This is an optimization exercise on Yosys and OpenROAD, whose aim is small area and a short achievable clock period, not a production implementation.
Where RTL was checked, it was by simulation tests only, not by an equivalence proof against the original.
Function not checked in runs 1, 6 and 7: the RTL went through the layout flow alone.
The clock port is modelled as an ideal driver; clocking choices that lean on that would not hold on a real chip.
No activity file was given, so power comes from the tool's default toggle rates.

==> design/flow/design.v <==
module test_wrapper #(
	parameter SYS_VERSION = 41,
	parameter WIDTH = 16,
	parameter NUM_SUB_MON = 3
)(
	input clk,
	input reset,
	input       [5:0] slave_address,
	input             slave_read,
	input             slave_write,
	input      [31:0] slave_writedata,
	output reg [31:0] slave_readdata,
	output [15:0] dut_a,
	output [15:0] dut_b,
	input  [15:0] dut_out
);
	wire writing = ~slave_read && slave_write;
	wire reading = slave_read && ~slave_write;
	reg [31:0] ctrl;
	wire [31:0] ctrl_next = (writing && slave_address == 6'h00) ? slave_writedata : ctrl;
	reg        fsel;
	reg [15:0] man_a, man_b, set_a, set_b, clr_a, clr_b;
	always @(posedge clk)
		ctrl <= ctrl_next;
	always @(posedge clk)
		if (writing) begin
			if (slave_address == 6'h10) fsel  <= slave_writedata[0];
			if (slave_address == 6'h14) man_a <= slave_writedata[15:0];
			if (slave_address == 6'h18) man_b <= slave_writedata[15:0];
			if (slave_address == 6'h1C) set_a <= slave_writedata[15:0];
			if (slave_address == 6'h20) set_b <= slave_writedata[15:0];
			if (slave_address == 6'h24) clr_a <= slave_writedata[15:0];
			if (slave_address == 6'h28) clr_b <= slave_writedata[15:0];
		end
	wire rst    = ctrl[0];
	wire en     = ctrl[1];
	wire freeze = ctrl[2];
	reg [31:0] ra, rb;
	reg        rst_d, en_d, zero_d;
	function [31:0] lfsr_step(input [31:0] r);
		lfsr_step = {r[0], r[31], r[30] ^ r[0], r[29:27], r[26] ^ r[0], r[25] ^ r[0], r[24:1]};
	endfunction
	always @(posedge clk) begin
		rst_d <= rst;
		en_d  <= en;
	end
	always @(posedge clk)
		if (rst_d) begin
			ra <= 32'hCAFEF00D;
			rb <= 32'hFEEDC0DE;
		end else if (en_d) begin
			ra <= lfsr_step(ra);
			rb <= lfsr_step(rb);
		end
	localparam S_IDLE = 2'd0, S_READY = 2'd1, S_COUNT = 2'd2, S_DONE = 2'd3;
	reg [1:0] tstate;
	reg [3:0] delay_count;
	reg [3:0] out_count;
	wire dut_zero = ~|dut_out;
	always @(posedge clk)
		if (rst)
			tstate <= S_IDLE;
		else case (tstate)
			S_IDLE : if (dut_zero)   tstate <= S_READY;
			S_READY: if (&out_count) tstate <= S_COUNT;
			S_COUNT: if (dut_zero)   tstate <= S_DONE;
			default:                 tstate <= S_DONE;
		endcase
	always @(posedge clk)
		if (rst)
			delay_count <= 4'hF;
		else if (tstate == S_COUNT)
			delay_count <= delay_count + 1'b1;
	always @(posedge clk)
		if (rst || tstate == S_DONE || fsel)
			out_count <= 4'h0;
		else
			out_count <= out_count + 1'b1;
	reg [15:0] sa_0, sb_0, fa_0, fb_0;
	always @(posedge clk)
		zero_d <= rst || &out_count;
	wire [15:0] a_0 = zero_d ? 16'h0 : ra[15:0];
	wire [15:0] b_0 = zero_d ? 16'h0 : rb[15:0];
	always @(posedge clk)
		if (!fsel) begin
			sa_0 <= a_0 | set_a;
			sb_0 <= b_0 | set_b;
			fa_0 <= sa_0 & ~clr_a;
			fb_0 <= sb_0 & ~clr_b;
		end else begin
			sa_0 <= man_a;
			sb_0 <= man_b;
			fa_0 <= sa_0;
			fb_0 <= sb_0;
		end
	assign dut_a = fa_0;
	assign dut_b = fb_0;
	function [15:0] add16(input [15:0] a, input [15:0] b);
		reg [15:0] g, p, gn, pn;
		integer l, k;
		begin
			g = a & b;
			p = a ^ b;
			for (l = 0; l < 4; l = l + 1) begin
				gn = g;
				pn = p;
				for (k = 0; k < 16; k = k + 1)
					if (k >= (1 << l)) begin
						gn[k] = g[k] | (p[k] & g[k - (1 << l)]);
						pn[k] = p[k] & p[k - (1 << l)];
					end
				g = gn;
				p = pn;
			end
			add16 = (a ^ b) ^ {g[14:0], 1'b0};
		end
	endfunction
	reg [15:0] ref1, ref2;
	always @(posedge clk) begin
		ref1 <= (fa_0[0] & fb_0[0]) ? fb_0 : add16(fa_0, fb_0);
		ref2 <= ref1;
	end
	wire [15:0] x = dut_out ^ ref2;
	integer i;
	reg [4:0] lzc;
	always @(*) begin
		lzc = 5'd16;
		for (i = 0; i < 16; i = i + 1)
			if (x[i]) lzc = 5'd15 - i;
	end
	reg [4:0] lz1, lz2, lz3, lz4, lz5;
	always @(posedge clk) begin
		lz1 <= lzc;
		lz2 <= lz1;
		lz3 <= lz2;
		lz4 <= lz3;
		lz5 <= lz4;
	end
	reg [3:0] rdy_ctr;
	always @(posedge clk)
		if (rst)
			rdy_ctr <= 4'd0;
		else if (!rdy_ctr[3])
			rdy_ctr <= rdy_ctr + 1'b1;
	wire ready = rdy_ctr[3];
	reg sb_en;
	always @(posedge clk)
		sb_en <= !ctrl_next[2] && !rst && (rdy_ctr[3] || &rdy_ctr[2:0]);
	reg [31:0] data_ctr, error_ctr;
	reg [4:0]  acc, maxacc, minacc;
	always @(posedge clk)
		if (rst) begin
			data_ctr  <= 32'h0;
			error_ctr <= 32'h0;
		end else if (sb_en) begin
			data_ctr <= data_ctr + 1'b1;
			if (!lz5[4])
				error_ctr <= error_ctr + 1'b1;
		end
	always @(posedge clk)
		acc <= ready ? lz5 : 5'd16;
	always @(posedge clk)
		if (rst) begin
			maxacc <= 5'd0;
			minacc <= 5'd16;
		end else if (sb_en) begin
			if (acc > maxacc) maxacc <= acc;
			if (acc < minacc) minacc <= acc;
		end
	wire [31:0] dut_delay = (tstate == S_DONE) ? {28'h0, delay_count} : 32'hFFFFFFFF;
	always @(posedge clk)
		if (reading)
			case (slave_address)
				6'h00: slave_readdata <= ctrl;
				6'h04: slave_readdata <= SYS_VERSION;
				6'h2C: slave_readdata <= dut_delay;
				6'h30: slave_readdata <= data_ctr;
				6'h34: slave_readdata <= error_ctr;
				6'h38: slave_readdata <= {26'h0, maxacc[4], 1'b0, maxacc[3:0]};
				6'h3C: slave_readdata <= {26'h0, minacc[4], 1'b0, minacc[3:0]};
				default: ;
			endcase
endmodule
==> design/flow/run.sh <==
#!/bin/bash
# synth_recipe.tcl (not shown) runs the flow's synth.tcl, then flattens the netlist and writes it again
# the make line also repeats each setting of config.mk as NAME=value (left out here)
make -C /OpenROAD-flow-scripts/flow DESIGN_CONFIG=/design/flow/config.mk WORK_HOME=/design/flow/orfs CLKGATE_MAP_FILE= SYNTH_SCRIPT=/design/flow/synth_recipe.tcl finish
==> design/flow/config.mk <==
export PLATFORM = sky130hd
export DESIGN_NAME = test_wrapper
export DESIGN_NICKNAME = test_wrapper
export VERILOG_FILES = /design/flow/design.v
export SDC_FILE = /design/flow/constraint.sdc
export NUM_CORES = 4
export LEC_CHECK = 0
export ABC_AREA = 1
export CAP_MARGIN = 20
export CORE_MARGIN = 2
export CORE_UTILIZATION = 40
export SETUP_SLACK_MARGIN = 1.2
export SLEW_MARGIN = 20
==> design/flow/constraint.sdc <==
create_clock -name core_clock -period 3.0 [get_ports {clk}]
set_input_delay 0.6000 -clock core_clock [delete_from_list [all_inputs] [get_ports {clk}]]
set_output_delay 0.6000 -clock core_clock [all_outputs]
set_load 0.01 [all_outputs]
==> results.txt, run 1 <==
- Number of global-route vias before repair: about 12k
- Syn avg cell area: 9.868 um^2
- Hold path start: ref1[7]
- Buffers added on ports: 120
- Via Count: roughly 12k
- I/O Pins: between 100 and 150
- Critical Path AT: around 2300 ps
- Post-DP HPWL: 28,640 um
- Slowest CP cell: dfxtp_4
- CP bufs+invs: 1
- Reg2reg setup slack: 1100 ps
- RSZ-0062 raised after global routing: true
- RD Place Congestion: about 0.87
- Most common cell after layout, fill and taps aside: nand2_1
- Die X: between 200 and 250 um
- DR iter-0 viols: about 1.0k
- Async set or reset register ratio after synthesis: 0%
- Tmin final: 1899 ps
- First-pass GRT wire length: 65,090 um
- Clk sinks: ~440
- Hold Fails Final Rpt: 0
- RR Endpoint: error_ctr[27]
- Worst IR Drop VDD: approximately 0.4 mV
- DP Area: 18,710 um^2
- Critical Path RT: approximately 3400 ps
- Hold EP: ref2[7]
- Hold Path Stages: 0
- Final Skew: slightly below 9 ps
- GRT Resource Usage Total: about a fifth
- Setup ws final: about 1100 ps
- # setup viols final: 0
- Worst path depth: 10
- Hold_buf cts: 0
- TNS Setup: 0 ps
- Gr ovfl total: 0
- CTS Buf Count: 46
- Class of the worst hold path: register to register
- Drt first pass iters: 5
- Reg2Reg Depth: 10
- Rows: 74
- Status: finished clean
- EDFF count, synth: 160
- Largest net degree at the start of global routing: 66
- Initial Utilization: about two fifths
- Final Routed Wirelength: roughly 43,000 um
- CTS tree: yes
- Syn Std Cell Area: 16,740 um^2
- Final instance area: about 21,000 um^2
- Mapped Cells: 1,696
- CP cell instances: inv_8, nor2_8, nand2_4, nor2_4, nand4_1, nor3_4, nand4_1, nor2_2, xnor2_1, nor2_1
- Worst-skew pair later-pin latency: ~570 ps
- Max_slew headroom: a little under two fifths
- CTS clk-pin slew, worst paths: about 60 ps
- Post-place setup slack: 230.9 ps
- Die area: roughly 43,000 um^2
- Layout Nets: slightly below 2k
- Antenna violations before repair: 1
- Seq/Total Area, Yosys: about 63%
- Syn. warnings: 1
- Crit Path Class: register to register
- Flops & latches, synth: 443
- MaxCap Viol Count: 0
- Cell variety after synth: 55
- Max Clock Freq: 526.7 MHz
- H-tree levels: 2
- Crit-path max FO: 5
- Worst-margin pin slew: 918.5 ps
- Crit path capture type: register
- Max incr delay on CP: ~390 ps
- Most frequent cells in the layout: nand2_1 (311), dfxtp_1 (237), edfxtp_1 (160)
- Die height: between 200 and 250 um
- Post-DR wirelength/cell: between 15 and 20 um
- Core area: 41,110 um^2
- Vias per cell: 5.070
- Post-DRT Antenna Nets: 0
- Lkg Pwr: ~0.0084 uW
- Period utilization: 63.28%
- CP dominant cell by count: nand4_1
- Final Max Tran Viols: 0
- PwrDens: about 570 nW/um^2
- Antenna cells: 0
- CTS root buffer: clkbuf_16
- CP delay by family, top: simple AND/OR/NAND/NOR gates
- Share of cells above drive strength 1: between 20% and 30%
- Remaining DRCs: 0
- Final-layout fill cell count: ~3.7k
- Main synth FF type: dfxtp_1
- P&R area growth vs syn: 27.25%
- Multi-input logic area: ~6200 um^2
- Clk buf depth: 3
- Worst reg2reg path startpoint: sb_en
- CP startpoint kind: register
- Seq. cell area: approximately 11,000 um^2
## worst max-delay path by stage
| stage | slack (ps) | end | start |
|---|---|---|---|
| after floorplan | 470 | slave_readdata[0] | slave_address[1] |
| after global placement | 280 | clr_b[13] | slave_address[1] |
| after detailed placement | 230 | clr_b[13] | slave_address[1] |
| after CTS | 1090 | data_ctr[31] | data_ctr[2] |
| after global routing | 990 | data_ctr[24] | data_ctr[0] |
| final | 1100 | error_ctr[27] | sb_en |
## registers in the layout (all words and copies together), names as in the netlist, 16 cells and up
signal and flops:
fb_0 16, sb_0 16, ref1 16, error_ctr 32, clr_a 16, data_ctr 32
man_a 16, ref2 16, man_b 16, set_a 16, fa_0 16, set_b 16
ra 32, slave_readdata 32, ctrl 32, rb 32, clr_b 16, sa_0 16
## cells in the mapped netlist, types with 2 or more instances
library cell  count  share of area (%)
nand2_1         329                7.4
dfxtp_1         283                 34
edfxtp_1        160                 29
nor2_1          147                3.3
inv_1           125                2.8
a21oi_1         118                3.5
o21ai_0         115                3.4
nand3_1         100                3.0
clkbuf_1         57                1.3
a21boi_0         33                1.5
a22oi_1          30                1.3
ha_1             29                2.2
nor3_1           28               0.84
nand4_1          16               0.60
xnor2_1          15               0.79
xor2_1           13               0.68
o21a_1           10               0.45
nor4_1            8               0.30
or2_2             7               0.26
a31oi_1           5               0.19
nor2_2            5               0.19
nand3_2           4               0.24
nor2_4            4               0.27
o21bai_1          4               0.18
a211oi_1          3               0.13
buf_1             3              0.067
nor3_2            3               0.18
nor3_4            3               0.29
o21ai_1           3              0.090
a221oi_1          2               0.10
and3_1            2              0.075
nand2_2           2              0.075
nand2_4           2               0.13
nand3b_1          2              0.090
nor3b_1           2              0.090
o2111ai_1         2               0.10
o211a_1           2               0.12
o221a_2           2               0.13
o22ai_1           2              0.075
## report_power, final
group	switching, uW	total [uW]	internal, uW	leakage, uW
Combinational	159	285	126	0.00381
Clock	2310	5660	3350	0.000754
Sequential	21.6	6270	6240	0.00380
## per-stage QoR
stage	hold WS (ps)	power, uW	util (%)	cells
5_1_grt	325.5	12600	51.80	2464
4_1_cts	322.4	12310	50.39	2424
3_3_place_gp	311.4	6671	45.51	2306
6_report	321.7	12210	51.80	2464
2_1_floorplan	309.6	6501	-	1696
3_5_place_dp	312.8	6673	45.51	2306
## worst reg2reg max path, cell delays in order, from the launching register on
cell and delay, ps:
dfxtp_4 390, inv_8 50, nor2_8 130, nand2_4 70
nor2_4 110, nand4_1 180, nor3_4 260, nand4_1 200
nor2_2 190, xnor2_1 130, nor2_1 50
## what timing repair did
item	in CTS	in global routing
cloned	2	4
resized for setup	302	138
pin swaps	30	43
endpoints found under the setup margin	228	189
buffers inserted	31	36
## cell type report
type / count / area share, %
clock buffer: 71 / 6.674
multi-input combinational: 1065 / 28.88
inverter: 126 / 2.274
clock inverter: 14 / 0.4700
sequential: 443 / 49.64
tap: 532 / 3.126
timing repair buffer: 213 / 8.930
## layer usage
layer  GRT usage (%)  wire length, um
met5               0               13
met4           4.926              755
met3           4.408             2750
met2           29.63            19190
met1           27.15            20520
## cell families (layout without fill, tap and decap cells)
kind of cell             after synthesis  in the layout  synth area share (%)
flip-flops                           443            443                 62.56
AO/OA/AOI/OAI                        340            340                 11.83
adder cells (fa/ha/maj)               29             29                 2.168
buffers and inverters                188            424                 4.314
XOR/XNOR                              28             28                 1.465
AND/OR/NAND/NOR                      668            668                 17.67
==> inputs of run 2 (changes only) <==
--- a/design/flow/design.v
+++ b/design/flow/design.v
@@ -95,16 +95,29 @@
 		end
 	assign dut_a = fa_0;
 	assign dut_b = fb_0;
-	function [15:0] add16(input [15:0] a, input [15:0] b);
-		reg [15:0] g, p, gn, pn;
+	wire       sel = fa_0[0] & fb_0[0];
+	wire [7:0] lo_p = fa_0[7:0] ^ fb_0[7:0];
+	wire [7:0] lo_g = fa_0[7:0] & fb_0[7:0];
+	wire [8:0] lo_c;
+	wire [8:0] lo_sum = {lo_c[8], lo_p ^ lo_c[7:0]};
+	reg  [7:0] r1_lo, r1_p, r1_g;
+	reg        r1_c;
+	always @(posedge clk) begin
+		r1_lo <= sel ? fb_0[7:0]  : lo_sum[7:0];
+		r1_c  <= sel ? 1'b0       : lo_sum[8];
+		r1_p  <= sel ? fb_0[15:8] : fa_0[15:8] ^ fb_0[15:8];
+		r1_g  <= sel ? 8'h00      : fa_0[15:8] & fb_0[15:8];
+	end
+	function [8:0] carries(input [7:0] g_in, input [7:0] p_in, input c_in);
+		reg [7:0] g, p, gn, pn;
 		integer l, k;
 		begin
-			g = a & b;
-			p = a ^ b;
-			for (l = 0; l < 4; l = l + 1) begin
+			g = g_in;
+			p = p_in;
+			for (l = 0; l < 3; l = l + 1) begin
 				gn = g;
 				pn = p;
-				for (k = 0; k < 16; k = k + 1)
+				for (k = 0; k < 8; k = k + 1)
 					if (k >= (1 << l)) begin
 						gn[k] = g[k] | (p[k] & g[k - (1 << l)]);
 						pn[k] = p[k] & p[k - (1 << l)];
@@ -112,14 +125,14 @@
 				g = gn;
 				p = pn;
 			end
-			add16 = (a ^ b) ^ {g[14:0], 1'b0};
+			carries = {g | (p & {8{c_in}}), c_in};
 		end
 	endfunction
-	reg [15:0] ref1, ref2;
-	always @(posedge clk) begin
-		ref1 <= (fa_0[0] & fb_0[0]) ? fb_0 : add16(fa_0, fb_0);
-		ref2 <= ref1;
-	end
+	assign lo_c = carries(lo_g, lo_p, 1'b0);
+	wire [8:0] hi_c = carries(r1_g, r1_p, r1_c);
+	reg [15:0] ref2;
+	always @(posedge clk)
+		ref2 <= {r1_p ^ hi_c[7:0], r1_lo};
 	wire [15:0] x = dut_out ^ ref2;
 	integer i;
 	reg [4:0] lzc;
@@ -144,18 +157,39 @@
 			rdy_ctr <= rdy_ctr + 1'b1;
 	wire ready = rdy_ctr[3];
 	reg sb_en;
-	always @(posedge clk)
-		sb_en <= !ctrl_next[2] && !rst && (rdy_ctr[3] || &rdy_ctr[2:0]);
+	wire sb_en_next = !ctrl_next[2] && !rst && (rdy_ctr[3] || &rdy_ctr[2:0]);
+	always @(posedge clk)
+		sb_en <= sb_en_next;
 	reg [31:0] data_ctr, error_ctr;
 	reg [4:0]  acc, maxacc, minacc;
+	reg err_en;
+	always @(posedge clk)
+		err_en <= sb_en_next && !lz4[4];
+	reg [2:0] data_f, error_f;
+	always @(posedge clk)
+		if (rst) begin
+			data_f  <= 3'b000;
+			error_f <= 3'b000;
+		end else begin
+			data_f  <= {&data_ctr[23:1],  &data_ctr[15:1],  &data_ctr[7:1]}  & {3{data_ctr[0]  ^ sb_en}};
+			error_f <= {&error_ctr[23:1], &error_ctr[15:1], &error_ctr[7:1]} & {3{error_ctr[0] ^ err_en}};
+		end
+	integer j;
 	always @(posedge clk)
 		if (rst) begin
 			data_ctr  <= 32'h0;
 			error_ctr <= 32'h0;
-		end else if (sb_en) begin
-			data_ctr <= data_ctr + 1'b1;
-			if (!lz5[4])
-				error_ctr <= error_ctr + 1'b1;
+		end else begin
+			if (sb_en)
+				data_ctr[7:0] <= data_ctr[7:0] + 1'b1;
+			if (err_en)
+				error_ctr[7:0] <= error_ctr[7:0] + 1'b1;
+			for (j = 1; j < 4; j = j + 1) begin
+				if (sb_en && data_f[j - 1])
+					data_ctr[8 * j +: 8] <= data_ctr[8 * j +: 8] + 1'b1;
+				if (err_en && error_f[j - 1])
+					error_ctr[8 * j +: 8] <= error_ctr[8 * j +: 8] + 1'b1;
+			end
 		end
 	always @(posedge clk)
 		acc <= ready ? lz5 : 5'd16;
--- a/design/flow/config.mk
+++ b/design/flow/config.mk
@@ -5,7 +5,6 @@
 export SDC_FILE = /design/flow/constraint.sdc
 export NUM_CORES = 4
 export LEC_CHECK = 0
-export ABC_AREA = 1
 export CAP_MARGIN = 20
 export CORE_MARGIN = 2
 export CORE_UTILIZATION = 40
==> run 2 against run 1 <==
Net effect: core utilization decreased by 2.3 points; still clean on timing, DRC and antenna; routed wire length decreased by 9.5%; count of clock-buffer cells in the layout decreased by 4; clock skew increased by 15 ps; final area decreased by 4.6%; sequential power increased by 3%; final cell count decreased by 12%.
==> results.txt, run 2 <==
- Crit path capture type: primary output
- Max incr delay on CP: 460 ps
- Critical Path AT: ~1200 ps
- CP cell instances: buf_2
- Final Routed Wirelength: between 30,000 and 40,000 um
- Worst-margin pin slew: 853.7 ps
- Rows: 74
- Slowest CP cell: edfxtp_1
- Post-DP HPWL: about 26,000 um
- CP bufs+invs: 1
- MaxCap Viol Count: 0
- Via Count: about 11k
- RSZ-0062 raised after global routing: true
- CTS tree: yes
- Layout Nets: roughly 1.7k
- Syn. warnings: 1
- Max_slew headroom: between 40% and 50%
- H-tree levels: 2
- Sequential share of power: about half
- WL met1: around 18,000 um
- Sw Share: 20.84%
- Lkg Pwr: ~0.0075 uW
- Initial Utilization: between 40% and 50%
- Clk sinks: between 400 and 500
- CTS root buffer: clkbuf_16
- Seq/Total Area, Yosys: approximately 65%
- Vias per cell: just over 5
- Final hold slack: between 300 and 400 ps
- Final Skew: around 24 ps
- Remaining DRCs: 0
- Class of the worst hold path: register to register
- DR WL met3: roughly 1600 um
- Switch Pwr: between 2000 and 3000 uW
- Final instance area: ~20,000 um^2
- Async set or reset register ratio after synthesis: 0%
- Most frequent cells in the layout: dfxtp_1 (266), edfxtp_1 (160), nor2_1 (146)
- Syn avg cell area: roughly 12 um^2
- TNS Setup: 0 ps
- Max Clock Freq: 548.3 MHz
- Die area: 43,370 um^2
- Status: finished clean
- EDFF count, synth: 160
- DP Area: between 15,000 and 20,000 um^2
- Final Max Tran Viols: 0
- CP startpoint kind: register
- Critical Path RT: between 2000 and 2500 ps
- Core Util, Final: 49.55%
- Syn Std Cell Area: between 15,000 and 20,000 um^2
- Clock share of power: 46.7%
- Crit-path max FO: 1
- Mapped Cells: between 1k and 1.5k
- Critical Path Source: slave_readdata[6]
- Max Used Layer: met4
- Gr ovfl total: 0
- Antenna violations before repair: 2
- Placed cells: between 2k and 2.5k
- Drt first pass iters: 6
- Worst-skew pair later-pin latency: 590 ps
- Number of global-route vias before repair: approximately 11k
- Share of cells above drive strength 1: 15.45%
- Most common cell after layout, fill and taps aside: dfxtp_1
- CTS clk-pin slew, worst paths: ~60 ps
- Worst reg2reg path startpoint: fa_0[3]
- Period utilization: around three fifths
- Comb pwr share: 2.1%
- Worst IR Drop VDD: between 0.4 and 0.5 mV
- Cell variety after synth: 53
- Post-DR wirelength/cell: 18.12 um
- Pint: 10,010 uW
- DR iter-0 viols: 742
- Top cells by count, synth: dfxtp_1 (298), edfxtp_1 (160), nor2_1 (152), nand2_1 (110), a21oi_1 (94)
- CP delay by family, top: flip-flops
- Die X: 208.3 um
- Largest net degree at the start of global routing: 78
- Routed wl met2: between 15,000 and 20,000 um
- Buffers added on ports: 120
- Crit Path Class: register to primary output
- Core area: around 41,000 um^2
- PwrDens: between 600 and 700 nW/um^2
- Clk buf depth: 3
- Hold path start: r1_lo[0]
- First-pass GRT wire length: around 61,000 um
- Main synth FF type: dfxtp_1
- I/O Pins: 122
- Area leader, netlist: dfxtp_1
- Die height: 208.3 um
- P&R area growth vs syn: 21.80%
- Post-DRT Antenna Nets: 0
- Post-synth top area share: between 30% and 40%
- GRT Resource Usage Total: about 18%
- CTS Buf Count: 48
- Hold Fails Final Rpt: 0
- Synth top area cells: dfxtp_1 (36%), edfxtp_1 (29%), nor2_1 (3.4%)
- Post-Layout Cell Count: approximately 2.2k
- RD Place Congestion: between 0.8 and 0.9
- Tmin final: about 1800 ps
- # setup viols final: 0
- Most numerous cell in the Yosys netlist: dfxtp_1
- Flops & latches, synth: roughly 460
## run 2: cell families (layout without fill, tap and decap cells)
kind of cell               count (synthesis)  after routing  share of synthesized area [%]
other                                      0              2                              0
DFF                                      458            458                          64.54
adders and majority gates                 36             36                          2.699
buffers and inverters                     90            273                          2.159
xor gates and xnor gates                  83             83                          4.356
muxes                                     37             37                          2.219
AOI/OAI and AO/OA                        294            294                          11.35
and+or+nand+nor                          444            444                          12.67
## run 2: routing by layer
metal	vias up	global-route usage (%)
met2	210	29.65
met4	0	8.063
li1	5397	-
met3	77	2.898
met1	5188	23.80
met5	-	0
## run 2: cell type report
type / instances / area, um^2
fillers: 3645 / 20690
flip-flops and latches: 458 / 10850
multi-input cells: 894 / 5733
clock buffers: 67 / 1385
repair buffers: 157 / 1364
well taps: 532 / 665.6
clock inverters: 22 / 220.2
inverters: 27 / 105.1
diodes: 2 / 5.005
## run 2: stage by stage
step	total power, uW	setup slack, ps
floorplan	6702	971.8
CTS	12800	1113
detailed placement	6866	332.2
finish	12640	1176
global route	13070	1155
global placement	6862	399.0
## run 2: power groups by stage
stage | logic, uW | clock network, uW | registers [uW]
4_1_cts | 273 | 6060 | 6470
3_5_place_dp | 255 | 0 | 6610
6_report | 271 | 5910 | 6460
5_1_grt | 294 | 6310 | 6460
3_3_place_gp | 252 | 0 | 6610
2_1_floorplan | 95.0 | 0 | 6610
## run 2: worst paths after layout
kind | to | slack, ps | cells after the start
setup / recovery | slave_readdata[6] | 1180 | 1
hold / removal | ref2[0] | 320 | 0
setup reg to reg | r1_lo[6] | 1290 | 6
hold reg to reg | ref2[0] | 320 | 0
## run 2: repair_timing
action | in CTS | in global routing
endpoints found under the setup margin | 190 | 111
setup buffers | 12 | 1
pin swaps | 6 | 6
cloned | 3 | 0
gates resized for setup | 310 | 31
hold buffers | 0 | 0
==> inputs of run 3 (changes only) <==
--- a/design/flow/config.mk
+++ b/design/flow/config.mk
@@ -5,8 +5,10 @@
 export SDC_FILE = /design/flow/constraint.sdc
 export NUM_CORES = 4
 export LEC_CHECK = 0
+export ABC_AREA = 1
 export CAP_MARGIN = 20
 export CORE_MARGIN = 2
 export CORE_UTILIZATION = 40
+export CTS_BUF_LIST = sky130_fd_sc_hd__clkbuf_8
 export SETUP_SLACK_MARGIN = 1.2
 export SLEW_MARGIN = 20
==> run 3 against run 2 <==
Net effect: clock skew grew 4.7 ps; hold slack improved by 2.5 ps; largest power group unchanged; critical endpoint is now dut_b[1]; via count rose by 11%; sequential cell count unchanged; die area about the same; first-iteration DRC count rose by 20%; area after synthesis about the same.
==> results.txt, run 3 <==
- Final instance area: between 20,000 and 25,000 um^2
- Crit-path max FO: 2
- Hold Fails Final Rpt: 0
- Main synth FF type: dfxtp_1
- Number of global-route vias before repair: 11.76k
- Period utilization: about three fifths
- Die area: 43,330 um^2
- RD Place Congestion: about 0.85
- EDFF count, synth: 160
- Worst IR Drop VDD: 0.3511 mV
- Most frequent cells in the layout: nand2_1 (305), dfxtp_1 (265), edfxtp_1 (160)
- I/O Pins: approximately 120
- CTS clk-pin slew, worst paths: approximately 60 ps
- Slowest CP cell: dfxtp_4
- H-tree levels: 3
- Remaining DRCs: 0
- Buffers added on ports: between 100 and 150
- Most common cell after layout, fill and taps aside: nand2_1
- P&R area growth vs syn: 22.93%
- Clk sinks: between 400 and 500
- Syn avg cell area: slightly above 10 um^2
- DP Area: roughly 19,000 um^2
- GRT Resource Usage Total: between 10% and 20%
- Worst-skew pair later-pin latency: about 620 ps
- Final Skew: roughly 28 ps
- CP cell instances: buf_4, buf_2
- Initial Utilization: 40.65%
- Area leader, netlist: dfxtp_1
- Hold_buf cts: 0
- Mapped Cells: roughly 1.6k
- Largest net degree at the start of global routing: between 60 and 70
- CTS Buf Count: between 70 and 80
- Hold Path Stages: 0
- CTS tree: yes
- CP bufs+invs: 2
- Post-synth top area share: 35.78%
- Class of the worst hold path: register to register
- Syn Std Cell Area: 16,670 um^2
- CP delay by family, top: flip-flops
- Max_slew headroom: approximately half
- Reg2Reg Depth: 16
- First-pass GRT wire length: roughly 64,000 um
- Cell variety after synth: 46
- Critical Path AT: 1250 ps
- Final hold slack: around 320 ps
- Post-DP HPWL: roughly 27,000 um
- Worst path depth: 2
- Final-layout fill cell count: roughly 3.7k
- DR iter-0 viols: 887
- Die X: approximately 210 um
- Post-DRT Antenna Nets: 0
- Die height: 208.2 um
- Syn. warnings: 1
- Worst-margin pin slew: approximately 720 ps
- Max Clock Freq: roughly 540 MHz
- Crit Path Class: register to primary output
- Post-DR wirelength/cell: roughly 17 um
- Most numerous cell in the Yosys netlist: nand2_1
- Gr ovfl total: 0
- Vias per cell: roughly 5.0
- Lkg Pwr: between 0.008 and 0.009 uW
- Flops & latches, synth: about 460
- MaxCap Viol Count: 0
- TNS Setup: 0 ps
- Top cells by count, synth: nand2_1 (319), dfxtp_1 (298), edfxtp_1 (160), nor2_1 (153), inv_1 (135)
- RSZ-0062 raised after global routing: true
- # setup viols final: 0
- Clk buf depth: 3
- Critical Path RT: 2400 ps
- Seq/Total Area, Yosys: roughly 65%
- Max incr delay on CP: about 350 ps
- Via Count: 12.09k
- Rows: 74
- Status: finished clean
- Async set or reset register ratio after synthesis: 0%
- Share of cells above drive strength 1: 17.32%
- Antenna violations before repair: 1
- Tmin final: around 1800 ps
- Layout Nets: around 1.9k
- PwrDens: 589.9 nW/um^2
- Final Max Tran Viols: 0
- Crit path capture type: primary output
- Drt first pass iters: 5
- CP startpoint kind: register
- Synth top area cells: dfxtp_1 (36%), edfxtp_1 (29%), nand2_1 (7.2%)
- Final Routed Wirelength: approximately 41,000 um
- Core area: a little over 40,000 um^2
- CTS root buffer: clkbuf_8
run 3: logic make-up (layout without fill, tap and decap cells):
group           after synthesis  count (layout)  share of synthesized area, %
xor+xnor                     32              32                         1.681
buf+inv                     200             459                         4.645
fa+ha+maj                    36              36                         2.702
other cells                   0               1                             0
flops                       458             458                         64.60
simple gates                608             608                         15.26
compound gates              312             312                         11.11
run 3: layout make-up:
cell class | instances | area, um^2 | area share, %
Timing Repair Buffer | 181 | 1538 | 7.503
Tap cell | 532 | 665.6 | 3.248
Inverter | 139 | 526.8 | 2.570
Antenna cell | 1 | 2.502 | 0.01221
Sequential cell | 458 | 10840 | 52.88
Multi-Input combinational cell | 988 | 5401 | 26.36
Clock buffer | 90 | 1239 | 6.044
Clock inverter | 49 | 285.3 | 1.392
run 3: path summary, 6_finish.rpt:
| path | from | endpoint | slack, ps |
|---|---|---|---|
| setup / recovery | fb_0[1] | dut_b[1] | 1150 |
| hold / removal | lz2[2] | lz3[2] | 320 |
| hold reg to reg | lz2[2] | lz3[2] | 320 |
| setup reg to reg | fb_0[1] | r1_lo[7] | 1190 |
run 3: through the flow:
| step | utilization [%] | instances | setup slack, ps | total power (uW) |
|---|---|---|---|---|
| after CTS | 49.65 | 2429 | 1107 | 12250 |
| after global routing | 49.97 | 2438 | 1088 | 12560 |
| after detailed placement | 45.44 | 2261 | 357.5 | 6888 |
| final | 49.97 | 2438 | 1153 | 12090 |
| after global placement | 45.44 | 2261 | 360.9 | 6884 |
| after floorplan | - | 1646 | 500.4 | 6715 |
run 3: power by group:
part	switching, uW	internal, uW
Sequential	18.8	6450
Combinational	162	131
Clock	2410	2920
Total	2590	9500
run 3: timing repair:
action,in CTS,in global routing
gates resized for setup,338,22
endpoints found under the hold margin,0,0
endpoints found under the setup margin,134,112
gates cloned,5,1
buffers inserted,24,7
pin swaps,12,20
run 3: metal layers:
metal	share of wire, %	GRT usage (%)	vias up
met5	0	0	-
met4	2.8	7.839	0
met3	5.2	3.577	62
met2	47	30.48	304
met1	45	24.96	5742
li1	-	-	5985
run 3: worst reg2reg max path, stage by stage (launching register included):
cell	delay, ps
dfxtp_4	350
ha_4	260
inv_2	40
o21bai_4	110
nand2_2	80
nand2_2	90
nand2_2	70
nand2_2	100
nand2_4	60
nand2_4	80
nand2_2	50
nand2_2	70
nand2_2	60
nand2_2	80
nand2_2	70
nand2_2	60
o21ai_2	70
==> inputs of run 4 (changes only) <==
--- a/design/flow/config.mk
+++ b/design/flow/config.mk
@@ -9,6 +9,5 @@
 export CAP_MARGIN = 20
 export CORE_MARGIN = 2
 export CORE_UTILIZATION = 40
-export CTS_BUF_LIST = sky130_fd_sc_hd__clkbuf_8
 export SETUP_SLACK_MARGIN = 1.2
 export SLEW_MARGIN = 20
==> run 4 against run 3 <==
Net effect: still clean on timing, DRC and antenna; critical path type is now register to register; synthesized cell count is the same; core utilization grew 0.17 points; setup slack gained 48 ps; final area grew 0.35%; maximum frequency grew 2.7%.
==> results.txt, run 4 <==
- Slowest CP cell: dfxtp_4
- Number of global-route vias before repair: about 12k
- Buffers added on ports: 120
- Final Routed Wirelength: between 40,000 and 50,000 um
- Largest net degree at the start of global routing: 65
- Sw Share: around 20%
- Post-synth top area share: a little over a third
- Gr ovfl total: 0
- Core area: slightly above 40,000 um^2
- Switch Pwr: between 2000 and 2500 uW
- Post-place setup slack: roughly 360 ps
- Clk sinks: 458
- CTS root buffer: clkbuf_16
- Most common cell after layout, fill and taps aside: nand2_1
- Main synth FF type: dfxtp_1
- I/O Pins: between 100 and 150
- CP delay by family, top: simple AND/OR/NAND/NOR gates
- Critical Path AT: 2250 ps
- H-tree levels: 2
- Cell variety after synth: between 40 and 50
- First-pass GRT wire length: 63,020 um
- Final Skew: between 15 and 20 ps
- Rows: 74
- P&R area growth vs syn: 23.35%
- Die height: 208.2 um
- Critical Path RT: roughly 3500 ps
- Layout Nets: 1,906
- CTS clk-pin slew, worst paths: ~60 ps
- Crit-path max FO: 2
- Syn avg cell area: just over 10 um^2
- Seq/Total Area, Yosys: between 60% and 70%
- Tmin final: around 1800 ps
- Remaining DRCs: 0
- Vias per cell: between 4 and 5
- Initial Utilization: between 40% and 50%
- RD Place Congestion: 0.8531
- Via Count: 11.88k
- CP bufs+invs: 1
- Die X: 208.2 um
- Share of cells above drive strength 1: between 10% and 20%
- Hold_buf cts: 0
- Sequential share of power: 52.7%
- DR iter-0 viols: ~800
- Comb pwr share: 2.4%
- CP cell instances: ha_4, inv_4, o21bai_4, nand2_2, nand2_2, nand2_2, nand2_2, nand2_4, nand2_4, nand2_2, nand2_2, nand2_2, nand2_2, nand2_2, nand2_2, o21ai_2
- Most numerous cell in the Yosys netlist: nand2_1
- Final Max Tran Viols: 0
- CP dominant cell by count: nand2_2
- Area leader, netlist: dfxtp_1
- Pint: 9795 uW
- CTS Buf Count: 47
- # setup viols final: 0
- Post-DRT Antenna Nets: 0
- Final hold slack: 324.6 ps
- Final-layout fill cell count: roughly 3.7k
- Max_slew headroom: 50.66%
- Syn. warnings: 1
- Syn Std Cell Area: about 17,000 um^2
- GRT Resource Usage Total: approximately 19%
- Post-DR wirelength/cell: roughly 17 um
- TNS Setup: 0 ps
- Max Clock Freq: about 560 MHz
- Clock share of power: ~45%
- PwrDens: between 500 and 600 nW/um^2
- Period utilization: between 50% and 60%
- Status: finished clean
- Post-DP HPWL: 26,560 um
- Antenna cells: 0
- Top cells by count, synth: nand2_1 (319), dfxtp_1 (298), edfxtp_1 (160), nor2_1 (153), inv_1 (135)
- Async set or reset register ratio after synthesis: 0%
- Worst-margin pin slew: about 740 ps
- CTS tree: yes
- Max incr delay on CP: 360 ps
- Class of the worst hold path: register to register
- Setup ws final: between 1000 and 1500 ps
- Flops & latches, synth: about 460
- Antenna violations before repair: 0
- RSZ-0062 raised after global routing: true
- CP startpoint kind: register
- Hold Fails Final Rpt: 0
- Worst IR Drop VDD: 0.4198 mV
- Clk buf depth: 3
- Lkg Pwr: around 0.008 uW
- Most frequent cells in the layout: nand2_1 (303), dfxtp_1 (264), edfxtp_1 (160)
- Worst-skew pair later-pin latency: 580 ps
- Synth top area cells: dfxtp_1 (36%), edfxtp_1 (29%), nand2_1 (7.2%)
- Mapped Cells: 1,646
- Die area: around 43,000 um^2
- Crit Path Class: register to register
- EDFF count, synth: 160
- Drt first pass iters: 5
- Crit path capture type: register
- MaxCap Viol Count: 0
==> run 4: cell types whose count changed in the layout (fill, tap and decap cells not counted), sizes merged, moves of 4 or more <==
cell           change
inv               -31
buf               -19
clkdlybuf4s15     +15
clkbuf            -10
clkinv             -4
==> run 4: final cells by class <==
cell class,count,area (um^2),share of cell area (%)
Clock buffer,76,1325,6.443
Clock inverter,12,145.1,0.7057
Inverter,139,529.3,2.573
Multi-Input combinational cell,988,5413,26.32
Sequential cell,458,10840,52.69
Tap cell,532,665.6,3.237
Timing Repair Buffer,178,1653,8.037
==> run 4: power by group through the flow <==
stage	Clock (uW)	Combinational [uW]	Sequential (uW)
2_1_floorplan	0	104	6610
4_1_cts	5660	294	6470
3_5_place_dp	0	273	6610
6_report	5520	296	6470
3_3_place_gp	0	269	6610
5_1_grt	5920	323	6470
==> run 4: cell families (layout without fill, tap and decap cells) <==
logic type      after synthesis  in the layout  share of synthesized area [%]
flops                       458            458                          64.60
buf+inv                     200            405                          4.645
simple gates                608            608                          15.26
fa+ha+maj                    36             36                          2.702
compound gates              312            312                          11.11
xor+xnor                     32             32                          1.681
==> run 4: path summary, 6_finish.rpt <==
kind | start | to | slack, ps | cells after the start
worst max-delay path | fb_0[1] | r1_lo[7] | 1200 | 16
worst min-delay path | lz3[3] | lz4[3] | 320 | 0
worst min register to register | lz3[3] | lz4[3] | 320 | 0
worst max register to register | fb_0[1] | r1_lo[7] | 1200 | 16
==> run 4: per-layer routing <==
| layer | GRT usage (%) | part of all wire [%] | up-vias |
|---|---|---|---|
| li1 | - | - | 5928 |
| met1 | 24.59 | 46 | 5595 |
| met2 | 30.58 | 47 | 277 |
| met3 | 3.547 | 4.8 | 76 |
| met4 | 6.128 | 3.0 | 0 |
| met5 | 0 | 0 | - |
==> run 4: per-stage QoR <==
step	utilization, %	instances	cell area, um^2	power [uW]
2_1_floorplan	-	1646	16790	6715
3_3_place_gp	45.44	2261	18640	6884
3_5_place_dp	45.44	2261	18640	6888
4_1_cts	50.13	2377	20560	12430
5_1_grt	50.14	2383	20570	12710
6_report	50.14	2383	20570	12290
==> run 4: repair_timing <==
item / 4_1_cts / 5_1_grt
pin swaps: 25 / 19
resized for setup: 306 / 56
endpoints found under the setup margin: 164 / 123
gates cloned: 4 / 0
buffers inserted: 24 / 6
==> inputs of run 5 (changes only) <==
==> design/flow/flow/run.sh (new file) <==
#!/bin/bash
set -euo pipefail
here=$(cd "$(dirname "$0")" && pwd)
export BUFFER_PORTS_ARGS="-buffer_cell sky130_fd_sc_hd__buf_2"
export PRE_CTS_TCL="$here/cts_root.tcl"
export FLOW_CLOCK_PORT=clk
bash standard.sh > make.log 2>&1
==> design/flow/flow/cts_root.tcl (new file) <==
rename clock_tree_synthesis my_tritoncts
proc clock_tree_synthesis { args } {
  my_tritoncts {*}$args
  my_drop_root_buffer
}

proc my_drop_root_buffer { } {
  set block [ord::get_db_block]
  set port_net [$block findNet $::env(FLOW_CLOCK_PORT)]
  set roots {}
  foreach it [$port_net getITerms] { lappend roots $it }
  if { [llength $roots] != 1 } { puts "drop_root: port drives [llength $roots] pins, kept"; return }
  set rit [lindex $roots 0]
  set root [$rit getInst]
  if { ![string match "sky130_fd_sc_hd__clkbuf_*" [[$root getMaster] getName]] } { puts "drop_root: no root buffer"; return }
  set root_net "NULL"
  foreach it [$root getITerms] {
    if { [$it isOutputSignal] } { set root_net [$it getNet] }
  }
  set loads {}
  foreach it [$root_net getITerms] {
    if { [$it isOutputSignal] } { continue }
    if { ![string match "sky130_fd_sc_hd__clkbuf_*" [[[$it getInst] getMaster] getName]] } {
      puts "drop_root: root drives a non-buffer, kept"; return
    }
    lappend loads $it
  }
  if { [llength $loads] > 4 } { puts "drop_root: root drives [llength $loads] buffers, kept"; return }
  foreach it $loads {
    $it disconnect
    $it connect $port_net
  }
  foreach it [$root getITerms] { $it disconnect }
  odb::dbInst_destroy $root
  odb::dbNet_destroy $root_net
  puts "drop_root: the clock port drives [llength $loads] buffers directly"
}
==> design/flow/standard.sh (new file) <==
#!/bin/bash
# synth_recipe.tcl (not shown) runs the flow's synth.tcl, then flattens the netlist and writes it again
# the make line also repeats each setting of config.mk as NAME=value (left out here)
make -C /OpenROAD-flow-scripts/flow DESIGN_CONFIG=/design/flow/config.mk WORK_HOME=/design/flow/orfs CLKGATE_MAP_FILE= SYNTH_SCRIPT=/design/flow/synth_recipe.tcl "${@:-finish}"
removed: design/flow/run.sh
==> run 5 against run 4 <==
Net effect: highest routed layer unchanged; final area is 1.3% lower; synthesized cell count stayed put; sequential power hardly changed; via count is 1.0% higher; critical path type is now primary input to register; maximum frequency is 2.7% lower; core utilization is 0.64 points lower; setup slack worse by 50 ps; critical path depth is 8 lower; routed wire length is 0.15% higher; register-to-register slack worse by 40 ps; sequential share of layout area is 0.42 points higher; still clean on timing, DRC and antenna; clock skew is 3.0 ps higher.
==> results.txt, run 5 <==
- # setup viols final: 0
- RSZ-0062 raised after global routing: true
- Drt first pass iters: 7
- Cell variety after synth: 46
- Post-Synth Simple-Gate Area: about 15%
- Mapped Cells: 1,646
- Async set or reset register ratio after synthesis: 0%
- Final Max Tran Viols: 0
- Post-DP HPWL: 26,500 um
- Tmin final: between 1500 and 2000 ps
- Rows: 74
- Gr ovfl total: 0
- Final Routed Wirelength: roughly 40,000 um
- Core area: a little over 40,000 um^2
- Largest net degree at the start of global routing: 65
- CP bufs+invs: 4
- Seq/Total Area, Yosys: between 60% and 70%
- Crit path capture type: register
- P&R area growth vs syn: 21.78%
- Post-DRT Antenna Nets: 0
- Mux cell area share after synthesis: 0%
- Worst-skew pair later-pin latency: approximately 400 ps
- Syn avg cell area: between 10 and 15 um^2
- Share of cells above drive strength 1: a little under a fifth
- I/O Pins: approximately 120
- Largest family of logic cells by synthesized area: simple AND/OR/NAND/NOR gates
- Reg2reg setup slack: approximately 1200 ps
- Number of global-route vias before repair: about 11k
- Top cells by count, synth: nand2_1 (319), dfxtp_1 (298), edfxtp_1 (160), nor2_1 (153), inv_1 (135)
- Max_slew headroom: between 50% and 60%
- DP Area: around 18,000 um^2
- Remaining DRCs: 0
- Crit-path max FO: 11
- Status: finished clean
- GRT Resource Usage Total: 17.91%
- Antenna cells: 0
- CTS Buf Count: 47
- Main synth FF type: dfxtp_1
- Most numerous cell in the Yosys netlist: nand2_1
- Hold Fails Final Rpt: 0
- Clk sinks: about 460
- CP cell instances: buf_2, inv_1, nor2_4, nand2_4, inv_4, nor3_4, clkbuf_16, a21oi_1
- Worst IR Drop VDD: roughly 0.42 mV
- CTS clk-pin slew, worst paths: around 60 ps
- First-pass GRT wire length: 61,720 um
- Syn Std Cell Area: approximately 17,000 um^2
- Final Skew: 19.99 ps
- Critical Path AT: 1970 ps
- CP delay by family, top: buffers and inverters
- CTS tree: yes
- Synth Area in Adders: under 10%
- Lkg Pwr: slightly above 0.008 uW
- Buffers added on ports: 120
- Worst-margin pin slew: 711.9 ps
- Most common cell after layout, fill and taps aside: nand2_1
- XOR/XNOR share of the synthesized area: 1.681%
- Post-DR wirelength/cell: roughly 17 um
- Slowest CP cell: nor3_4
- DR iter-0 viols: slightly below 900
- Period utilization: about three fifths
- Post-synth top area share: between 30% and 40%
- Layout Nets: around 1.9k
- Crit Path Class: primary input to register
- MaxCap Viol Count: 0
- Die area: roughly 43,000 um^2
- Synth top area cells: dfxtp_1 (36%), edfxtp_1 (29%), nand2_1 (7.2%)
- Vias per cell: roughly 5.0
- PwrDens: between 600 and 700 nW/um^2
- CP startpoint kind: primary input
- RD Place Congestion: ~0.85
- Via Count: between 10k and 15k
- Critical Path RT: 3120 ps
- EDFF count, synth: 160
- Antenna violations before repair: 1
- Max incr delay on CP: 360 ps
- TNS Setup: 0 ps
- Hold_buf cts: 0
- Flops & latches, synth: approximately 460
- Max Clock Freq: 540.7 MHz
- Most frequent cells in the layout: nand2_1 (306), dfxtp_1 (292), edfxtp_1 (160)
- Synth Area in Compound Gates: between 10 and 15%
- Die X: about 210 um
- Die height: ~210 um
- Initial Utilization: between 40% and 50%
- Area leader, netlist: dfxtp_1
- Syn. warnings: 1
- Final instance area: 20,300 um^2
- Class of the worst hold path: register to register
[run 5: kinds of logic after synthesis]
family | count (synthesis)
and+or+nand+nor | 608
adders and majority gates | 36
DFF | 458
xor gates and xnor gates | 32
AOI/OAI and AO/OA | 312
buffers and inverters | 200
[run 5: stage by stage]
stage / total power, uW / util (%) / hold slack, ps / setup slack (ps) / instances
finish: 12520 / 49.50 / 324.2 / 1150 / 2383
global route: 12950 / 49.50 / 329.5 / 1020 / 2383
CTS: 12600 / 48.63 / 325.4 / 1103 / 2371
detailed placement: 6841 / 43.95 / 312.1 / 592.5 / 2263
global placement: 6835 / 43.95 / 312.0 / 650.4 / 2263
floorplan: 6715 / - / 309.6 / 500.4 / 1646
[run 5: final cells by class]
type / instances / area (um^2)
Tap cell: 532 / 665.6
Inverter: 139 / 524.3
Clock buffer: 70 / 1383
Fill cell: 3703 / 20710
Clock inverter: 17 / 205.2
Timing Repair Buffer: 179 / 1308
Multi-Input combinational cell: 988 / 5435
Sequential cell: 458 / 10780
[run 5: final timing paths]
kind                                        from           endpoint  depth (start not counted)
worst max-delay path            slave_address[5]  slave_readdata[0]                          8
worst min-delay path                      lz4[0]             lz5[0]                          0
worst max register to register           fb_0[1]           r1_lo[7]                         16
worst min register to register            lz4[0]             lz5[0]                          0
[run 5: report_power, final]
group | switching (uW) | leakage (uW) | internal (uW)
Sequential | 18.8 | 0.00390 | 6460
Clock | 2310 | 0.000781 | 3460
Combinational | 165 | 0.00362 | 107
Total | 2490 | 0.00831 | 10000
[run 5: per-layer routing]
layer  vias to the layer above  part of all wire (%)  global-route usage, %
li1                       5902                     -                      -
met1                      5701                    45                  24.70
met2                       301                    47                  28.95
met3                        91                   5.2                  2.581
met4                         0                   3.3                  6.152
met5                         -                     0                      0
[run 5: what timing repair did]
item	CTS	global route
cloned	2	2
gates resized for setup	27	38
buffers inserted	19	10
pin swaps	11	16
endpoints found under the setup margin	100	107
==> inputs of run 6 (changes only) <==
--- a/design/flow/design.v
+++ b/design/flow/design.v
@@ -99,6 +99,7 @@
 	wire [7:0] lo_p = fa_0[7:0] ^ fb_0[7:0];
 	wire [7:0] lo_g = fa_0[7:0] & fb_0[7:0];
 	wire [8:0] lo_c;
+	pfx_carries u_lo_carries (.g(lo_g), .p(lo_p), .c_in(1'b0), .c(lo_c));
 	wire [8:0] lo_sum = {lo_c[8], lo_p ^ lo_c[7:0]};
 	reg  [7:0] r1_lo, r1_p, r1_g;
 	reg        r1_c;
@@ -108,28 +109,8 @@
 		r1_p  <= sel ? fb_0[15:8] : fa_0[15:8] ^ fb_0[15:8];
 		r1_g  <= sel ? 8'h00      : fa_0[15:8] & fb_0[15:8];
 	end
-	function [8:0] carries(input [7:0] g_in, input [7:0] p_in, input c_in);
-		reg [7:0] g, p, gn, pn;
-		integer l, k;
-		begin
-			g = g_in;
-			p = p_in;
-			for (l = 0; l < 3; l = l + 1) begin
-				gn = g;
-				pn = p;
-				for (k = 0; k < 8; k = k + 1)
-					if (k >= (1 << l)) begin
-						gn[k] = g[k] | (p[k] & g[k - (1 << l)]);
-						pn[k] = p[k] & p[k - (1 << l)];
-					end
-				g = gn;
-				p = pn;
-			end
-			carries = {g | (p & {8{c_in}}), c_in};
-		end
-	endfunction
-	assign lo_c = carries(lo_g, lo_p, 1'b0);
-	wire [8:0] hi_c = carries(r1_g, r1_p, r1_c);
+	wire [8:0] hi_c;
+	pfx_carries u_hi_carries (.g(r1_g), .p(r1_p), .c_in(r1_c), .c(hi_c));
 	reg [15:0] ref2;
 	always @(posedge clk)
 		ref2 <= {r1_p ^ hi_c[7:0], r1_lo};
@@ -215,3 +196,39 @@
 				default: ;
 			endcase
 endmodule
+module pfx_carries (
+	input  [7:0] g,
+	input  [7:0] p,
+	input        c_in,
+	output [8:0] c
+);
+	wire [8:0] gl [0:4];
+	wire [8:0] pl [0:4];
+	assign gl[0] = {g, c_in};
+	assign pl[0] = {p, 1'b0};
+	genvar l, k;
+	generate
+		for (l = 0; l < 4; l = l + 1) begin: lvl
+			for (k = 0; k < 9; k = k + 1) begin: bt
+				if (k >= (1 << l)) begin: node
+					pfx_pg u_pg (
+						.gh(gl[l][k]), .ph(pl[l][k]),
+						.gl(gl[l][k - (1 << l)]), .pl(pl[l][k - (1 << l)]),
+						.g(gl[l + 1][k]), .p(pl[l + 1][k])
+					);
+				end else begin: pass
+					assign gl[l + 1][k] = gl[l][k];
+					assign pl[l + 1][k] = pl[l][k];
+				end
+			end
+		end
+	endgenerate
+	assign c = gl[4];
+endmodule
+module pfx_pg (
+	input  gh, ph, gl, pl,
+	output g, p
+);
+	assign g = gh | (ph & gl);
+	assign p = ph & pl;
+endmodule
==> design/flow/run.sh (new file) <==
#!/bin/bash
# synth_recipe.tcl (not shown) runs the flow's synth.tcl, then flattens the netlist and writes it again
# the make line also repeats each setting of config.mk as NAME=value (left out here)
make -C /OpenROAD-flow-scripts/flow DESIGN_CONFIG=/design/flow/config.mk WORK_HOME=/design/flow/orfs CLKGATE_MAP_FILE= SYNTH_SCRIPT=/design/flow/synth_recipe.tcl finish
--- a/design/flow/config.mk
+++ b/design/flow/config.mk
@@ -11,3 +11,4 @@
 export CORE_UTILIZATION = 40
 export SETUP_SLACK_MARGIN = 1.2
 export SLEW_MARGIN = 20
+export SYNTH_HIERARCHICAL = 1
removed: design/flow/flow/run.sh
removed: design/flow/flow/cts_root.tcl
removed: design/flow/standard.sh
==> run 6 against run 5 <==
Net effect: still clean; clock power rose by 1%; clock skew is 0.67 ps lower; area after synthesis rose by 3.3%; synthesized cell count up 6.4%; sequential cell count did not move; hold slack worse by 3.1 ps; core utilization decreased by 0.68 points; non-clock buffer count decreased by 11; global-route usage increased by 0.35 points; critical endpoint is now slave_readdata[7]; largest power group unchanged.
==> results.txt, run 6 <==
- Status: finished clean
- Share of cells above drive strength 1: 13.88%
- CP cell instances: buf_2
- Worst IR Drop VDD: 0.4044 mV
- Post-place setup slack: 41.89 ps
- Most frequent cells in the layout: nand2_1 (370), dfxtp_1 (274), inv_1 (172)
- Hold Path Stages: 0
- Post-DRT Antenna Nets: 0
- P&R area growth vs syn: 21.35%
- Clk buf depth: 3
- CTS root buffer: clkbuf_16
- MaxCap Viol Count: 0
- Worst-margin pin slew: between 700 and 800 ps
- CP bufs+invs: 1
- Final Max Tran Viols: 0
- Most common cell after layout, fill and taps aside: nand2_1
- Syn avg cell area: between 9 and 10 um^2
- Buffers added on ports: 120
- Initial Utilization: 40.23%
- CP delay by family, top: flip-flops
- Period utilization: about three fifths
- Final hold slack: between 300 and 400 ps
- H-tree levels: 2
- DP Area: 19,060 um^2
- CTS Buf Count: 46
- Remaining DRCs: 0
- Slowest CP cell: edfxtp_1
- I/O Pins: between 100 and 150
- PwrDens: 603.9 nW/um^2
- First-pass GRT wire length: between 60,000 and 70,000 um
- CTS clk-pin slew, worst paths: about 60 ps
- Crit path capture type: primary output
- DR iter-0 viols: just over 800
- Vias per cell: around 4.9
- Clk sinks: approximately 460
- Mapped Cells: 1,752
- Critical Path AT: about 1200 ps
- Setup ws final: 1201 ps
- Multi-input logic area: 5598 um^2
- CP startpoint kind: register
- Post-DP HPWL: 27,060 um
- Seq. cell area: between 10,000 and 15,000 um^2
- TNS Setup: 0 ps
- Final-layout fill cell count: ~4k
- Tmin final: 1799 ps
- Max Clock Freq: ~560 MHz
- Final Skew: about 19 ps
- Post-Layout Cell Count: approximately 2.5k
- Syn Std Cell Area: ~17,000 um^2
- # setup viols final: 0
- Largest net degree at the start of global routing: 65
- Drt first pass iters: 5
- Worst-skew pair later-pin latency: about 580 ps
- Reg2Reg Depth: 7
- Gr ovfl total: 0
- Max_slew headroom: a little over half
- Critical Path RT: 2400 ps
- Final Routed Wirelength: a little over 40,000 um
- Final instance area: 20,890 um^2
- GRT Resource Usage Total: 18.26%
- Layout Nets: approximately 2.0k
- CTS tree: yes
- Class of the worst hold path: register to register
- Syn. warnings: 8
- RD Place Congestion: approximately 0.85
- Post-DR wirelength/cell: approximately 16 um
- RSZ-0062 raised after global routing: true
- Die X: between 200 and 250 um
- Crit-path max FO: 1
- Rows: 76
- Via Count: around 12k
- Core area: 42,790 um^2
- Max incr delay on CP: 460 ps
- Die height: ~210 um
- Hold Fails Final Rpt: 0
- Crit Path Class: register to primary output
- Placed cells: 2,367
- Die area: 44,720 um^2
- Antenna violations before repair: 0
- Antenna cells: 0
- Worst path depth: 1
- Number of global-route vias before repair: ~12k
- Lkg Pwr: ~0.0086 uW
-- run 6: final timing paths --
check                    start                 to  slack, ps
max          slave_readdata[7]  slave_readdata[7]       1200
min                   r1_lo[6]            ref2[6]        320
max reg2reg          maxacc[4]          maxacc[3]       1350
min reg2reg           r1_lo[6]            ref2[6]        320
-- run 6: layer usage --
layer	vias up	share of wire, %	track usage [%]
met2	277	47	29.82
met3	66	4.4	2.685
met1	5709	47	25.33
li1	6118	-	-
met5	-	0	0
met4	0	2.2	5.051
-- run 6: stage by stage --
| stage | power, uW | util [%] |
|---|---|---|
| floorplan | 6731 | - |
| global placement | 6898 | 44.53 |
| detailed placement | 6901 | 44.53 |
| CTS | 12760 | 48.81 |
| global route | 13040 | 48.82 |
| finish | 12620 | 48.82 |
-- run 6: repair_timing --
action                                 CTS  global route
buffers inserted                        18             3
hold buffers                             0             0
cloned                                   4             1
pin swaps                                9             7
setup endpoints to repair              229           219
endpoints found under the hold margin    0             0
gates resized for setup                263            43
-- run 6: where the power goes --
group | switching, uW | internal [uW]
clock network | 2420 | 3410
registers | 19.5 | 6460
logic | 165 | 135
-- run 6: cell type report --
type / instances / area share (%)
inverter: 182 / 3.360
multi-input combinational: 1039 / 26.79
timing repair buffer: 168 / 7.294
clock inverter: 22 / 1.162
sequential: 458 / 51.73
tap: 546 / 3.270
clock buffer: 62 / 6.390
==> inputs of run 7 (changes only) <==
--- a/design/flow/config.mk
+++ b/design/flow/config.mk
@@ -5,7 +5,6 @@
 export SDC_FILE = /design/flow/constraint.sdc
 export NUM_CORES = 4
 export LEC_CHECK = 0
-export ABC_AREA = 1
 export CAP_MARGIN = 20
 export CORE_MARGIN = 2
 export CORE_UTILIZATION = 40
==> run 7 against run 6 <==
Net effect: area after synthesis is 0.14% higher; maximum frequency is 1.7% lower; count of clock-buffer cells in the layout grew 8; non-clock buffer count grew 5; sequential share of layout area down 0.35 points; sequential power is essentially flat; via count is 8.9% lower; clock power is 1% higher; setup slack got worse by 30 ps; global-route usage decreased by 0.47 points; register-to-register slack worse by 80 ps; critical path type unchanged; critical endpoint is now slave_readdata[30]; highest routed layer is now met5.
==> results.txt, run 7 <==
- Worst IR Drop VDD: between 0.4 and 0.5 mV
- Worst-margin pin slew: 631.6 ps
- MaxCap Viol Count: 0
- CP cell instances: buf_2
- Clk buf depth: 3
- Multi-input logic area: between 6000 and 7000 um^2
- Slowest CP cell: edfxtp_1
- Gr ovfl total: 0
- Max_slew headroom: between 50 and 60%
- Lkg Pwr: roughly 0.0082 uW
- Worst-skew pair later-pin latency: 570 ps
- Reg2Reg Depth: 6
- Die area: ~45,000 um^2
- CP bufs+invs: 1
- Max Clock Freq: between 500 and 600 MHz
- CP delay by family, top: flip-flops
- Mapped Cells: around 1.5k
- Class of the worst hold path: register to register
- Remaining DRCs: 0
- Buffers added on ports: between 100 and 150
- CTS Buf Count: 48
- CTS clk-pin slew, worst paths: 60 ps
- Syn Std Cell Area: between 15,000 and 20,000 um^2
- RD Place Congestion: around 0.82
- Die X: ~210 um
- Seq. cell area: approximately 11,000 um^2
- Final-layout fill cell count: 3,778
- Post-DR wirelength/cell: 18.11 um
- Crit path capture type: primary output
- Core Util, Final: 49.31%
- Reg2reg setup slack: about 1300 ps
- Antenna violations before repair: 2
- GRT Resource Usage Total: 17.79%
- H-tree levels: 2
- Hold_buf cts: 0
- CTS root buffer: clkbuf_16
- RSZ-0062 raised after global routing: true
- Most common cell after layout, fill and taps aside: dfxtp_1
- Core area: 42,790 um^2
- First-pass GRT wire length: ~61,000 um
- DR iter-0 viols: 700
- Hold Fails Final Rpt: 0
- Critical Path AT: about 1200 ps
- Post-DRT Antenna Nets: 0
- Via Count: ~11k
- # setup viols final: 0
- CP startpoint kind: register
- Crit Path Class: register to primary output
- Die height: ~210 um
- P&R area growth vs syn: 22.40%
- Tmin final: around 1800 ps
- Clk sinks: approximately 460
- TNS Setup: 0 ps
- Largest net degree at the start of global routing: 66
- Status: finished clean
- Final Max Tran Viols: 0
- Max incr delay on CP: 480 ps
- Hold Path Stages: 0
- Syn avg cell area: 11.69 um^2
- Layout Nets: around 1.7k
- Period utilization: 60.98%
- Vias per cell: about 5.0
- CTS tree: yes
- Syn. warnings: 8
- Worst reg2reg path startpoint: tstate[0]
- Hold path start: r1_lo[2]
- Post-DP HPWL: around 26,000 um
- Drt first pass iters: 5
- Crit-path max FO: 1
- Final Skew: between 15 and 20 ps
- Critical Path RT: approximately 2400 ps
- Initial Utilization: between 40% and 50%
- I/O Pins: about 120
- Final Routed Wirelength: roughly 40,000 um
- Hold EP: ref2[2]
- Rows: between 70 and 80
- PwrDens: between 600 and 700 nW/um^2
- Number of global-route vias before repair: 10.92k
- Most frequent cells in the layout: dfxtp_1 (263), nor2_1 (166), edfxtp_1 (160)
- Share of cells above drive strength 1: between 10% and 20%
- RR Endpoint: slave_readdata[23]
==> run 7: changes by cell type in the layout (fill, tap and decap cells not counted), moves of 40 or more <==
cell and change:
inv_1 -149, a21o_1 +40, o21ai_0 -63, nor2b_1 +49, nand2_1 -291
==> run 7: how the worst max path moves through the flow <==
stage | from | slack, ps | end | cells after the start
2_1_floorplan | slave_address[3] | 360 | slave_readdata[0] | 2
3_3_place_gp | slave_address[3] | 280 | slave_readdata[23] | 7
3_5_place_dp | slave_address[3] | 280 | slave_readdata[23] | 7
4_1_cts | fa_0[3] | 1040 | dut_a[3] | 1
5_1_grt | slave_readdata[30] | 1130 | slave_readdata[30] | 1
6_report | slave_readdata[30] | 1170 | slave_readdata[30] | 1
==> run 7: routing by layer <==
layer  up-vias  wire [um]  global-route usage (%)  share of wire (%)
met4         2        669                   4.347                1.7
met3        50       1796                   3.501                4.5
li1       5492          -                       -                  -
met1      5362      19320                   25.26                 48
met2       181      18100                   27.96                 45
met5         -         12                       0              0.030
==> run 7: where the power goes <==
group	internal (uW)	leakage (uW)	switching, uW
sequential	6450	0.00391	19.8
clock	3500	0.000789	2390
combinational	160	0.00348	169
total	10100	0.00818	2580
==> run 7: layout make-up <==
class	count	share of cell area, %
clock inverters	18	0.6819
multi-input cells	913	29.61
well taps	546	3.237
flip-flops and latches	458	51.38
diodes	1	0.01186
repair buffers	173	7.762
clock buffers	70	6.849
inverters	25	0.4744
==> run 7: timing repair <==
| item | 4_1_cts | 5_1_grt |
|---|---|---|
| pin swaps | 9 | 8 |
| buffers inserted | 12 | 8 |
| cloned | 4 | 0 |
| hold endpoints to repair | 0 | 0 |
| gates resized for setup | 265 | 60 |
| setup endpoints to repair | 254 | 72 |
==> run 7: through the flow <==
| step | power [uW] | setup slack [ps] | hold slack, ps | std cells | area (um^2) |
|---|---|---|---|---|---|
| 2_1_floorplan | 6752 | 363.3 | 309.6 | 1479 | 17420 |
| 3_5_place_dp | 6917 | 280.0 | 312.1 | 2091 | 19180 |
| 3_3_place_gp | 6912 | 281.4 | 311.8 | 2091 | 19180 |
| 4_1_cts | 12840 | 1043 | 326.7 | 2195 | 20990 |
| 6_report | 12700 | 1171 | 325.9 | 2204 | 21100 |
| 5_1_grt | 13150 | 1132 | 332.8 | 2204 | 21100 |

what the ideal ports hide:
The results above use ideal ports. As a check the final layouts listed here were re-extracted and re-timed, cells and wires unchanged.
Step 1 sets driving cells, clkbuf_16 on the clock port and buf_2 on the other inputs (assumed; they add their load-dependent delay and slew).
Step 2 also shifts input and output timing later by t, the mid clock arrival at the registers, as if the neighbouring blocks saw the same clock.
Slacks: no drivers / after step 1 / after step 2; pairs: no drivers / after step 1.
run	shift t [ns]	setup WS [ns]	latest minus earliest clock arrival (ns)	cell pins on the clock port's net
run 1	0.622	1.101 / 1.101 / 0.641	0.010 / 0.010	1
run 2	0.633	1.176 / 1.125 / 0.611	0.027 / 0.026	1
run 3	0.658	1.153 / 1.101 / 0.599	0.029 / 0.028	1
run 4	0.625	1.201 / 1.150 / 0.656	0.023 / 0.023	1
run 5	0.485	1.150 / 1.160 / 0.737	0.026 / 0.025	4
run 6	0.621	1.201 / 1.145 / 0.613	0.024 / 0.024	1
run 7	0.619	1.171 / 1.114 / 0.603	0.019 / 0.019	1
After both steps every run listed still meets setup and hold. The setup slack of run 6, which loses most, moves by -0.056 ns with the drivers and by -0.588 ns with both steps.
